This design comes from an exercise in tuning for small area on the open sky130 flow, not from production work. Only simulation tests tie the RTL to the original design; equivalence was not proved. Power is estimated from default activity; no workload was simulated.

===== flow/run.sh =====
#!/bin/bash
# synth_recipe.tcl (not shown) runs the flow's synth.tcl, then flattens the netlist and writes it again
# the make line also repeats each setting of config.mk as NAME=value (left out here)
make -C /OpenROAD-flow-scripts/flow DESIGN_CONFIG=/design/flow/config.mk WORK_HOME=/design/flow/orfs CLKGATE_MAP_FILE= SYNTH_SCRIPT=/design/flow/synth_recipe.tcl finish

===== flow/config.mk =====
export PLATFORM = sky130hd
export DESIGN_NAME = pong_main
export DESIGN_NICKNAME = pong_main
export VERILOG_FILES = /design/flow/design.v
export SDC_FILE = /design/flow/constraint.sdc
export NUM_CORES = 4
export LEC_CHECK = 0
export CAP_MARGIN = 20
export CORE_MARGIN = 2
export CORE_UTILIZATION = 40
export SLEW_MARGIN = 20

===== flow/constraint.sdc =====
create_clock -name core_clock -period 20.0 [get_ports {clk}]
set_input_delay 4.0000 -clock core_clock [delete_from_list [all_inputs] [get_ports {clk}]]
set_output_delay 4.0000 -clock core_clock [all_outputs]
set_load 0.01 [all_outputs]

===== flow/design.v =====
`timescale 1ns / 1ps
module game_clock #(
	 parameter WIDTH = 18
)(
	 input clk,
	 input rst,
	 output gclk
    );
	 reg[WIDTH-1:0] counter;
	 always @(posedge clk)
	 begin
		if (rst) counter <= 0;
		else counter <= counter + 1;
	 end
	 assign gclk = &counter;
endmodule
`timescale 1ns / 1ps
module display_clock(
	input wire clk,		 
	input wire rst,
	output wire dclk		 
   );
	reg [1:0] c;
	always @(posedge clk)
	begin
		if (rst) c <= 0;
		else c <= c+ 1;
	end
	assign dclk = (c == 2'b00);
endmodule
`timescale 1ns / 1ps
module game_reset(
	input game_end,
	input other,
	input hard_reset,
	output reset
 );
 assign reset = (game_end && other) || (hard_reset);
endmodule
`timescale 1ns / 1ps
module nes_controller #(
	parameter DIVIDER_EXPONENT = 13
)(
	input data1,
	input data2,
	input clk,
	input rst,
	output c_clk,
	output latch,
	output[1:0] paddle1,
	output[1:0] paddle2,
	output[1:0] other
    );
	reg [7:0] button_state1;
	reg [7:0] button_state2;
	reg [DIVIDER_EXPONENT:0] sample_count;
	wire sample_clock = sample_count[DIVIDER_EXPONENT];
	wire sample_en = ~sample_count[DIVIDER_EXPONENT] & (&sample_count[DIVIDER_EXPONENT-1:0]);
	always @(posedge clk)
		if (rst) sample_count <= 0;
		else sample_count <= sample_count + 1;
	reg [3:0] cycle_stage;
	reg [7:0] data_1;
	reg [7:0] data_2;
	wire latch_phase = cycle_stage == 0;
	wire data_phase = cycle_stage >= 1 & cycle_stage <= 8;
	wire end_phase = cycle_stage == 9;
	always @(posedge clk) begin
		if (rst) begin
			data_1 <= 8'b11111111;
			button_state1 <= 8'b11111111;
		end
		else if (sample_en) begin
		   if(latch_phase)
			begin
				data_1 <= 8'b11111111;
			end
			else if(data_phase)
			begin
			data_1 <= {data1, data_1[7:1]};
			end
			else if(end_phase) begin
			button_state1[7:0] <= data_1;
			end
		end
	end
	always @(posedge clk) begin
		if (rst) cycle_stage <= 4'h0;
		else if (sample_en) begin
			cycle_stage <= cycle_stage + 1;
			if(end_phase) cycle_stage <= 4'h0;
		end
	end
	always @(posedge clk) begin
		if (rst) begin
			data_2 <= 8'b11111111;
			button_state2 <= 8'b11111111;
		end
		else if (sample_en) begin
		   if(latch_phase)
			begin
				data_2 <= 8'b11111111;
			end
			else if(data_phase)
			begin
			data_2 <= {data2, data_2[7:1]};
			end
			else if(end_phase) begin
			button_state2[7:0] <= data_2;
			end
		end
	end
	assign latch = latch_phase;
	assign c_clk = data_phase & sample_clock;
	assign paddle1[0] = ~(button_state1[6]) | ~(button_state1[4]);
	assign paddle1[1] = ~(button_state1[7]) | ~(button_state1[5]);
	assign paddle2[0] = ~(button_state2[5]) | ~(button_state2[3]);
	assign paddle2[1] = ~(button_state2[6]) | ~(button_state2[4]);
	assign other[0] = ~(&button_state1[3:0]);
	assign other[1] = ~(&button_state2[2:0]) | ~button_state2[7];
endmodule
`timescale 1ns / 1ps
module ball_logic(
    input clk,
    input en,		 
    input hard_reset,	 
    input reset,	 
	 input wire[9:0] paddle1_x1,	 
    input wire[9:0] paddle1_x2,	 
    input wire[9:0] paddle2_x1,	 
    input wire[9:0] paddle2_x2,	 
    output reg[9:0] ball_x,
    output reg[9:0] ball_y,
	 output reg ball_sound,
	 output reg[1:0] paddle_hit,
	 output reg game_end
);
    wire bclk;
	 assign bclk = clk;	
    reg x_increase;
    reg y_increase;
    parameter[9:0] width = 640;
    parameter[9:0] height = 360;
    parameter[9:0] x_default = 20;
    parameter[9:0] y_default = 20;
    reg [9:0] x;
    reg [9:0] y;
    always @(posedge bclk)
    begin
        if(hard_reset || (en && reset)) begin
            x <= x_default ;
            y <= y_default ;
            x_increase <= 1;
            y_increase <= 1;
				ball_sound <= 0;
				game_end <= 0;
				paddle_hit <= 2'b00;
        end 
        else if (en) begin
            if(x <= 2 && x_increase == 0) 
				begin
                x  <= x + 1;
					x_increase <= 1; 
					ball_sound <= 1;
					paddle_hit <= 2'b00;
				end
            else if (x >= width - 4 && x_increase  ==1) 
				begin
                x  <= x - 1;
					x_increase <= 0; 
					ball_sound <= 1; 
					paddle_hit <= 2'b00;
					end
            else begin
                x  <= x_increase == 1? (x + 1): (x - 1 );
					x_increase <= x_increase; 
					ball_sound <= 0;
					paddle_hit <= 2'b00;
					end
            if(y <= 5 && y_increase == 0)
				begin
					if(x < paddle1_x1 || x > paddle1_x2)
					begin
						y  <= y;
						y_increase <= 0; 
						ball_sound <= 0;
						game_end <= 1;
						paddle_hit <= 2'b00;
					end
					else begin
						y  <= y + 1;
						y_increase <= 1; 
						ball_sound <= 1;
						paddle_hit <= 2'b01;
					end
				end
            else if (y >= height - 5 && y_increase  == 1) 
				begin
					if(x < paddle2_x1 || x > paddle2_x2)
					begin
						y  <= y;
						y_increase <= 0; 
						ball_sound <= 0;
						game_end <= 1;
						paddle_hit <= 2'b00;
					end
					else begin
						y  <= y - 1;
						y_increase <= 0; 
						ball_sound <= 1;
						paddle_hit <= 2'b10;
					end
				end
            else begin
            y  <= y_increase == 1? (y + 1): (y - 1 );
            y_increase <= y_increase; 
				ball_sound <= 0; 
				paddle_hit <= 2'b00;
				end
        end
    end
    always @(posedge clk)
    begin
        if(hard_reset || (en && reset))
        begin
            ball_x <= x_default ;
            ball_y <= y_default ;
        end 
        else if (en) begin
				if(game_end) begin
					ball_x <= ball_x ;
					ball_y <= ball_y ;
				end
				else begin
					ball_x <= x ;
					ball_y <= y ;
				end
        end
    end
    endmodule
`timescale 1ns / 1ps
module paddle_logic(
    input[1:0] paddle1,
    input[1:0] paddle2,
    input clk,
    input en,		 
    input hard_reset,	 
    input reset,	 
	 input game_end,
	 input[9:0] paddle1_width,
	 input[9:0] paddle2_width,
    output reg[9:0] paddle1_x1,	 
    output reg[9:0] paddle1_x2,	 
    output reg[9:0] paddle2_x1,	 
    output reg[9:0] paddle2_x2	 
);
parameter[1:0] left = 1;
parameter[1:0] right = 2;
reg[9:0] right_most1;
reg[9:0] right_most2;
parameter[9:0] paddle_default = 260;
parameter[9:0] paddle_width_default = 150;
parameter[9:0] distance = 2;
reg[9:0] paddle_1;
reg[9:0] paddle_2;
always @(posedge clk)
begin
    if(hard_reset || (en && reset)) begin
        paddle_1 <= paddle_default;
    end
    else if (en)
    begin
        if(paddle1 == left) begin
            if(paddle_1 > 1)
                paddle_1 <= paddle_1 - distance;
            else
        paddle_1 <= paddle_1; end
        else if(paddle1 == right) begin
            if(paddle_1 < right_most1)
                paddle_1 <= paddle_1 + distance;
            else
        paddle_1 <= paddle_1; end
        else begin
        paddle_1 <= paddle_1; end
    end
end
always @(posedge clk)
begin
    if(hard_reset || (en && reset)) begin
        paddle_2 <= paddle_default;
    end
    else if (en)
    begin
        if(paddle2 == left) begin
            if(paddle_2 > 1)
                paddle_2 <= paddle_2 - distance;
            else
        paddle_2 <= paddle_2; end
        else if(paddle2 == right) begin
            if(paddle_2 < right_most2)
                paddle_2 <= paddle_2 + distance;
            else
        paddle_2 <= paddle_2; end
        else begin
        paddle_2 <= paddle_2; end
    end
end
always @(posedge clk)
begin
  if (hard_reset) begin
	right_most1 <= 640 - paddle_width_default;
	right_most2 <= 640 - paddle_width_default;
	paddle1_x1 <= paddle_default;
	paddle1_x2 <= paddle_default + paddle_width_default;
	paddle2_x1 <= paddle_default;
	paddle2_x2 <= paddle_default + paddle_width_default;
  end
  else if (en) begin
	right_most1 <= 640 - paddle1_width;
	right_most2 <= 640 - paddle2_width;
        paddle1_x1 <= game_end? paddle1_x1: paddle_1;
        paddle1_x2 <= game_end? paddle1_x2: (paddle_1 + paddle1_width);
        paddle2_x1 <= game_end? paddle2_x1:  paddle_2;
        paddle2_x2 <= game_end? paddle2_x2: (paddle_2 + paddle2_width);
  end
end
endmodule
module paddle_hit_logic(input clk,
								input [1:0] hit,
								input reset,
								output reg [9:0] paddle1_width,
								output reg [9:0] paddle2_width);
	parameter paddle1_hit = 2'b10;
	parameter paddle2_hit = 2'b01;
	parameter paddle_default = 150;
	parameter paddle_min = 50;
	reg [9:0] p1_width;
	reg [9:0] p2_width;
	wire has_hit = ^hit;
	reg has_hit_q;
	wire hit_rise = has_hit & ~has_hit_q;
	always @(posedge clk)
		if (reset) has_hit_q <= 1'b0;
		else has_hit_q <= has_hit;
	always @(posedge clk)
		if (reset) begin p1_width <= 150; p2_width <= 150; end
		else if (hit_rise)
			case (hit)
				paddle1_hit:
					begin
						if (p1_width > paddle_min) p1_width <= p1_width - 11;
						else p1_width <= p1_width;
					end
				paddle2_hit:
					begin
						if (p2_width > paddle_min) p2_width <= p2_width - 11;
						else p2_width <= p2_width;
					end
				default:
					begin
						p1_width <= p1_width;
						p2_width <= p2_width;
					end
			endcase
	always @(posedge clk) begin
		if (reset) begin
			paddle1_width <= 150;
			paddle2_width <= 150;
		end
		else if (hit_rise) begin
			paddle1_width <= p1_width;
			paddle2_width <= p2_width;
		end
	end
endmodule
`timescale 1ns / 1ps
module beep_for_wall #(
  parameter LEN_BITS = 23	 
)(
  input clk, rst, e, game_end,
  output reg speaker
  );
  reg turnOnBeep;
  reg [LEN_BITS-1:0] c;
  reg dclk;
  wire enable = e & ~game_end;
  always @(posedge clk)
    begin
	  if (rst) c <= 0;
	  else if(turnOnBeep)
	   begin
		if (dclk==1)
				c <= c;
			else
				c <= c+ 1;
		end
	 end
  reg [16:0] count;
  always @(posedge clk)
    begin
	  if (rst) count <= 0;
	  else if(turnOnBeep)
	   begin
      if(count==56818/2)
        count<=0;
      else
        count <= count+1;
		end
    end
  always @(posedge clk)
    begin
	 if (rst)
	 begin
		turnOnBeep <= 0;
		dclk <= 0;
		speaker <= 0;
	 end
	 else if (enable)
	 begin
		turnOnBeep <= 1;
		dclk <= 0;
	 end
	 else
		 if(game_end) begin
			speaker <= 0;
			turnOnBeep <= 0; end
		 else begin
		 if(turnOnBeep)
			begin
			if (&c == 1)
				begin
					speaker <= 0;
					turnOnBeep <= 0;
				end
			else
			begin
				dclk <= &c;
				if(count==56818/2)
					speaker <= ~speaker;
				else
					speaker <= speaker;
			end
			end
		end
    end
endmodule
`timescale 1ns / 1ps
module should_display(
    input wire[9:0] paddle1_x1,	 
    input wire[9:0] paddle1_x2,	 
    input wire[9:0] paddle2_x1,	 
    input wire[9:0] paddle2_x2,	 
    input wire[9:0] ball_x,	 
    input wire[9:0] ball_y,	 
    input wire[9:0] hbp, 	 
    input wire[9:0] hfp, 	 
    input wire[9:0] vbp, 		 
    input wire[9:0] vfp, 	 
    input wire[9:0] hc,
    input wire[9:0] vc,
    input wire[9:0] ball_radius, 
    input wire[9:0] paddle_height,
    output reg[1:0] color		 
);
wire[19:0] ball_diff_x = hc >= ball_x + hbp? hc - ball_x - hbp : ball_x + hbp - hc;
wire[19:0] ball_diff_y = vc >= ball_y + vbp? vc - ball_y - vbp : ball_y + vbp - vc;
wire[19:0] ball_square = ball_radius * ball_radius;
always @(*)
begin
    if (hc < hbp || hc > hfp)
    color <= 0;
    else if (vc < vbp || vc > vfp)
    color <= 0;
    else if (((hc >= hbp - 1) && (hc <= hbp + 1))|| ((hc >= hfp -1) && (hc <= hfp + 1)))
    color <= 1;
    else if (vc == vbp || vc == vfp)
    color <= 1;
    else if(( hc >= paddle1_x1+ hbp) && (hc <= paddle1_x2 + hbp) && (vc < (paddle_height + vbp)) || 
    ((hc >= paddle2_x1 + hbp) && (hc <= paddle2_x2 + hbp) && (vc > (vfp - paddle_height))))
    color <= 1;
    else if(ball_diff_x * ball_diff_x  + ball_diff_y * ball_diff_y < ball_square)
    color <= 2'b10;
    else
    color <= 0;
end
endmodule
`timescale 1ns / 1ps
module vga_display(
    input clk,
    input rst,
    input dclk,		 
    input wire[9:0] paddle1_x1,	 
    input wire[9:0] paddle1_x2,	 
    input wire[9:0] paddle2_x1,	 
    input wire[9:0] paddle2_x2,	 
    input wire[9:0] ball_x,	 
    input wire[9:0] ball_y,	 
    output wire hsync,	 
    output wire vsync,	 
    output reg[2:0] red,	 
    output reg[2:0] green,	 
    output reg[2:0] blue	 
);
     parameter hpixels = 800; 
     parameter vlines = 431;  
     parameter hpulse = 96; 	 
     parameter vpulse = 2; 	 
     parameter hbp = 144; 	 
     parameter hfp = 784; 	 
     parameter vbp = 31; 		 
     parameter vfp = 391; 	 
    parameter paddle_height = 7;
    parameter ball_radius = 5;  
    parameter bit_white_3 = 3'b111;	 
    parameter bit_white_2 = 2'b11;	 
    parameter bit_black_3 = 3'b000;	 
    parameter bit_black_2 = 2'b00;	 
    parameter bit_yellow_3 = 3'b110;	 
    reg [9:0] hc;
    reg [9:0] vc;
    always @(posedge clk)
    begin
        if (rst) begin
            hc <= 0;
            vc <= 0;
        end
        else if (dclk) begin
            if (hc < hpixels - 1)
                hc <= hc + 1;
            else
            begin
                hc <= 0;
                if (vc < vlines - 1)
                    vc <= vc + 1;
                else
                    vc <= 0;
            end
        end
    end
    assign hsync = (hc < hpulse) ? 0:1;
    assign vsync = (vc < vpulse) ? 0:1;
    wire[1:0] color;
    should_display SHOULD_DISPLAY(
        .paddle1_x1(paddle1_x1),	 
        .paddle1_x2(paddle1_x2),	 
        .paddle2_x1(paddle2_x1),	 
        .paddle2_x2(paddle2_x2),	 
        .ball_x(ball_x),	 
        .ball_y(ball_y),	 
        .hbp(hbp), 	 
        .hfp(hfp), 	 
        .vbp(vbp), 		 
        .vfp(vfp), 	 
        .hc(hc),
        .vc(vc),
        .ball_radius(ball_radius), 
        .paddle_height(paddle_height),
        .color(color)
    );	
    always @(*)
    begin
        case (color)
            2'b01:
            begin
                red <= bit_white_3;
                green <= bit_white_3;
                blue <= bit_white_2;
            end
            2'b10:
            begin
                red <= bit_white_3;
                green <= bit_yellow_3;
                blue <= bit_black_2;
            end
            default:
            begin
                red <= bit_black_3;
                green <= bit_black_3;
                blue <= bit_black_2;
            end
        endcase
    end
    endmodule
`timescale 1ns / 1ps
module pong_main(
    input clk,
    input hard_reset,
	 input data1,
	 input data2,
	 output c_clk,
	 output latch,
     output wire hsync,	 
     output wire vsync,	 
     output wire[2:0] red,	 
     output wire[2:0] green,	 
     output wire[2:0] blue,	 
	  output wire speaker
 );
     localparam GAME_TICK_BITS = 10;
     localparam NES_DIVIDER_EXPONENT = 6;
     localparam BEEP_LEN_BITS = 20;
 wire[9:0] paddle1_x1;  
 wire[9:0] paddle1_x2;  
 wire[9:0] paddle2_x1;  
 wire[9:0] paddle2_x2;  
     wire[1:0] btn1;
     wire[1:0] btn2;
     wire[9:0] ball_x;
     wire[9:0] ball_y;
	  wire ball_sound;
     wire[9:0] paddle1_width;
	  wire[9:0] paddle2_width;
	  wire[1:0] paddle_hit;
	  wire game_end;
	  wire soft_reset;
	  wire[1:0] other;
	  wire _test_other = &other;
     wire gclk;		 
	  game_reset RESET(
			.game_end(game_end),
			.other(_test_other),
			.hard_reset(hard_reset),
			.reset(soft_reset)
		);
     game_clock #(.WIDTH(GAME_TICK_BITS)) GMAE_CLOCK(
         .clk(clk),
         .rst(hard_reset),
         .gclk(gclk)
     );
     ball_logic BALL_LOGIC(
         .clk(clk),
         .en(gclk),
         .hard_reset(hard_reset),
         .reset(soft_reset),
			.paddle1_x1(paddle1_x1),
         .paddle1_x2(paddle1_x2),
         .paddle2_x1(paddle2_x1),
         .paddle2_x2(paddle2_x2),
         .ball_x(ball_x),
         .ball_y(ball_y),
			.ball_sound(ball_sound),
			.paddle_hit(paddle_hit),
			.game_end(game_end)
     );
	  paddle_hit_logic PADDLE_HIT(
			.hit(paddle_hit),
			.clk(clk),
			.reset(soft_reset),
			.paddle1_width(paddle1_width),
			.paddle2_width(paddle2_width)
			);
	  beep_for_wall #(.LEN_BITS(BEEP_LEN_BITS)) WALL_BEEP(
			.clk(clk),
			.rst(hard_reset),
			.e(ball_sound),
			.game_end(game_end),
			.speaker(speaker)
			);
		 nes_controller #(.DIVIDER_EXPONENT(NES_DIVIDER_EXPONENT)) CONTROLLER(
      .data1(data1),
		.data2(data2),
		.clk(clk),
		.rst(hard_reset),
		.c_clk(c_clk),
		.latch(latch),
		.paddle1(btn1),
		.paddle2(btn2),
		.other(other)
    );
    paddle_logic PADDLE_LOGIC(
        .paddle1(btn1),
        .paddle2(btn2),
        .clk(clk),
        .en(gclk),
        .hard_reset(hard_reset),
		  .game_end(game_end),
		  .paddle1_width(paddle1_width),
		  .paddle2_width(paddle2_width),
        .reset(soft_reset),
        .paddle1_x1(paddle1_x1),
        .paddle1_x2(paddle1_x2),
        .paddle2_x1(paddle2_x1),
        .paddle2_x2(paddle2_x2)
    );
    wire dclk;		 
    display_clock DCLK(
        .clk(clk),
        .rst(hard_reset),
        .dclk(dclk)
    );
    vga_display VGA(
        .clk(clk),
        .rst(hard_reset),
        .dclk(dclk),
        .paddle1_x1(paddle1_x1),
        .paddle1_x2(paddle1_x2),
        .paddle2_x1(paddle2_x1),
        .paddle2_x2(paddle2_x2),
        .ball_x(ball_x),
        .ball_y(ball_y),
        .hsync(hsync),
        .vsync(vsync),
        .red(red),
        .green(green),
        .blue(blue)
    );
    endmodule

==> impl_metrics.csv <==
group,metric,value,unit
placed_design,dp_hpwl,53060,µm
sta,finClkSkew,11.92,ps
setup_path,crit_type,"reg2out",
sta,relSlewSlack,0.2881,
setup_path,crit_required,16000,ps
sta,fmax,60.65,MHz
floorplanning,core_area,71610,µm²
placed_design,port_buffers,16,
layout,syn_to_final_growth,7.243,%
clock_network,htree_levels,1,
global_route,grt_max_degree,59,
sta,rsz0062_at_grt,"false",
synthesis,synth_fp_nets,4098,
layout,drive_above_1_share,0.03503,
synthesis,yosysTopAreaCell,"fa_1",
sta,period_minus_slack,16490,ps
setup_path,cp_max_fo,22,
detailed_routing,dr_total_vias,22020,
synthesis,seq_area_frac_synth,0.1921,
power_and_ir_drop,powerDensity,50.55,nW/µm²
sta,setup_tns,0,ps
floorplanning,io_pins,18,
synthesis,ys.flop_type,"dfxtp_1",
clock_network,cts_sinks,278,
clock_network,numCtsBuffers,28,
job,maxCapViolCount,0,
clock_network,clk_pin_slew,70,ps
detailed_routing,postRouteAntennaNets,0,
synthesis,netlist.area_leader.share,0.1942,
setup_path,startpoint_type,"register",
global_route,first_global_vias,22300,
global_route,grt-ovfl-total,0,
detailed_routing,vias_per_cell,5.032,
placed_design,gp_congestion,0.8727,
synthesis,syn-cell-area,28970,µm²
placed_design,dpl_cell_area,30110,µm²
synthesis,synth.distinct_cells,74,
global_route,antenna_found_initial,0,
clock_network,cts_root_buffer,"clkbuf_16",
power_and_ir_drop,power_leakage,14.51,nW
clock_network,postCtsSetupBuffers,0,
run_status,run_status,"timing/DRC/antenna clean",
clock_network,cts_resized,0,
detailed_routing,drt-initial-drc-count,992,
clock_network,clockBufferDepth,3,
floorplanning,rows,98,
global_route,grt_pass1_wl,111800,µm
clock_network,clkLatencyLatePin,570,ps
detailed_routing,dr.pass1.iters,5,
setup_path,critPathCaptureType,"output pin",
power_and_ir_drop,ir_worst_vdd,0.0001148,V
sta,setup_viol,0,
synthesis,synth_cells,3446,
clock_network,ctsHoldBuffers,0,
synthesis,synth_area_leaders,"fa_1, dfxtp_1, ha_1, inv_1, xnor2_1",
detailed_routing,post-route-drc-count,0,
floorplanning,die_h,273.1,µm
layout,stdcell_area,31070,µm²
setup_path,slowest_delay,790,ps
setup_path,arrival,12490,ps
synthesis,syn_area_per_cell,8.407,µm²
detailed_routing,postRouteWirelength,66500,µm
synthesis,synth_edf_count,0,
layout,diodes,0,
setup_path,reg2reg_setup_slack,16380,ps
floorplanning,dieArea,74590,µm²
setup_path,critPathMostFrequentCell,"inv_1",
floorplanning,start_util,0.4045,
synthesis,yosysWarningCount,15,
layout,fin_util,0.4338,
sta,slew_viol_final,0,
synthesis,ys_ff_latch,278,
setup_path,cp_slowest_cell,"nor2_1",
min_path,hp-class,"reg2reg",
sta,min_period_over_period,0.8243,
floorplanning,die_w,273.1,µm
clock_network,cts_tree,"done",
global_route,grt_util_all_layers,0.1817,
synthesis,synthArstFlopShare,0,
layout,finish.net_count,4058,
sta,worst_slew_pin_slew,1061,ps
detailed_routing,wl_per_cell,15.20,µm
sta,hold_viol_final,0,
cell usage in the layout (no fill, tap or decap), drive strengths merged, types with 32 or more instances in the layout:
master,Yosys,routed
buf,21,32
ha,367,367
or3,36,36
clkbuf,96,44
a21o,55,55
xor2,69,69
nor2b,60,60
nand2b,34,34
xnor2,160,160
fa,281,281
nor2,316,316
dfxtp,278,278
a21oi,182,182
nor3,85,85
a211o,43,43
inv,558,559
nand3,65,65
nand2,318,318
o21ai,100,100
power by group:
group          internal (mW)  total, mW  switching [mW]
logic                  0.197      0.467           0.270
clock network          0.320      0.545           0.225
registers              0.556      0.559         0.00297
total                   1.07       1.57           0.498
final cells by class:
| class | count | area, µm² |
|---|---|---|
| fillers | 7243 | 40540 |
| multi-input cells | 2493 | 20880 |
| flip-flops and latches | 278 | 5565 |
| inverters | 558 | 2095 |
| well taps | 950 | 1189 |
| clock buffers | 44 | 862.1 |
| repair buffers | 47 | 390.4 |
| clock inverters | 6 | 83.83 |
per-stage QoR:
stage | hold WS, ps | power (mW) | worst slack, ps | instances
after floorplan | 392.5 | 0.9233 | 5743 | 3446
after global placement | 403.4 | 1.037 | 4479 | 4326
after detailed placement | 408.3 | 1.036 | 4138 | 4326
after CTS | 418.4 | 1.588 | 3521 | 4376
after global routing | 447.0 | 1.677 | 2632 | 4376
final | 412.9 | 1.571 | 3513 | 4376
path summary, 6_finish.rpt:
kind / cells past startpoint / from / endpoint
setup / recovery: 40 / VGA.hc[0]$_SDFFE_PP0N_ / red[0]
hold / removal: 1 / DCLK.c[0]$_SDFF_PP0_ / DCLK.c[0]$_SDFF_PP0_
setup reg to reg: 13 / BALL_LOGIC.x[3]$_SDFFE_PP0P_ / BALL_LOGIC.y[5]$_SDFFE_PP0P_
hold reg to reg: 1 / DCLK.c[0]$_SDFF_PP0_ / DCLK.c[0]$_SDFF_PP0_
synth_stat cells, drive strengths merged, types with 26 or more instances:
cell	count
nor2b	60
nor2	316
a21oi	182
and2	26
a211o	43
nand4	26
nor3	85
a21o	55
nand2	318
clkbuf	96
xnor2	160
o21ai	100
fa	281
inv	558
or3	36
xor2	69
nand3	65
ha	367
nand2b	34
dfxtp	278
sequential cells by signal (all words and copies together) (netlist names), 10 cells and up:
signal and count:
WALL_BEEP.c 20, PADDLE_HIT.p2_width 10, BALL_LOGIC.y 10, PADDLE_HIT.p1_width 10
PADDLE_LOGIC.right_most1 10, GMAE_CLOCK.counter 10, VGA.hc 10, PADDLE_HIT.paddle2_width 10
PADDLE_HIT.paddle1_width 10, PADDLE_LOGIC.right_most2 10, BALL_LOGIC.x 10, WALL_BEEP.count 17
PADDLE_LOGIC.paddle2_x2 10, PADDLE_LOGIC.paddle1_x2 10, BALL_LOGIC.ball_y 10, BALL_LOGIC.ball_x 10
VGA.vc 10
critical path: cells and delay by family (launching register included):
kind                       cells  cell delay, ps
AOI/OAI and AO/OA             10            2130
adders and majority gates     12            5330
DFF                            1             380
buffers and inverters         11            1630
and+or+nand+nor                7            2430
per-layer routing:
layer / GRT usage / wire [µm] / share of wire / vias to the layer above
met5: 0 / 0 / 0 / -
li1: - / - / - / 11140
met1: 0.2304 / 30120 / 0.45 / 10440
met2: 0.3288 / 32520 / 0.49 / 334
met4: 0.05551 / 2115 / 0.032 / 0
met3: 0.01221 / 1744 / 0.026 / 105
kinds of logic after synthesis:
family,after synthesis,synth area share
mux,29,0.01024
buf+inv,675,0.08897
xor+xnor,229,0.06949
flops,278,0.1921
other cells,1,0.0001294
simple gates,1043,0.1659
compound gates,542,0.1202
fa+ha+maj,649,0.3530

static timing again, ports no longer ideal:
In the flow no input, the clock included, has a driving cell. The finished layout below was timed again as built, in two steps. Step 1 sets driving cells, clkbuf_16 on the clock port and buf_2 on the other inputs (assumed; they add their load-dependent delay and slew). Step 2, shift: input delay + t, output delay - t, t = (earliest + latest rising clock arrival at the registers) / 2. This alone moves slack from input paths to output paths. Slacks: no drivers / after step 1 / after step 2; pairs: no drivers / after step 1.
shift t [ns]: 0.614
setup slack, ns: 3.513 / 3.460 / 4.074
latest minus earliest clock arrival (ns): 0.012 / 0.012
After both steps setup and hold are still met in this run. For this run, drivers alone change the setup slack by -0.053 ns; drivers and shift together by +0.561 ns.
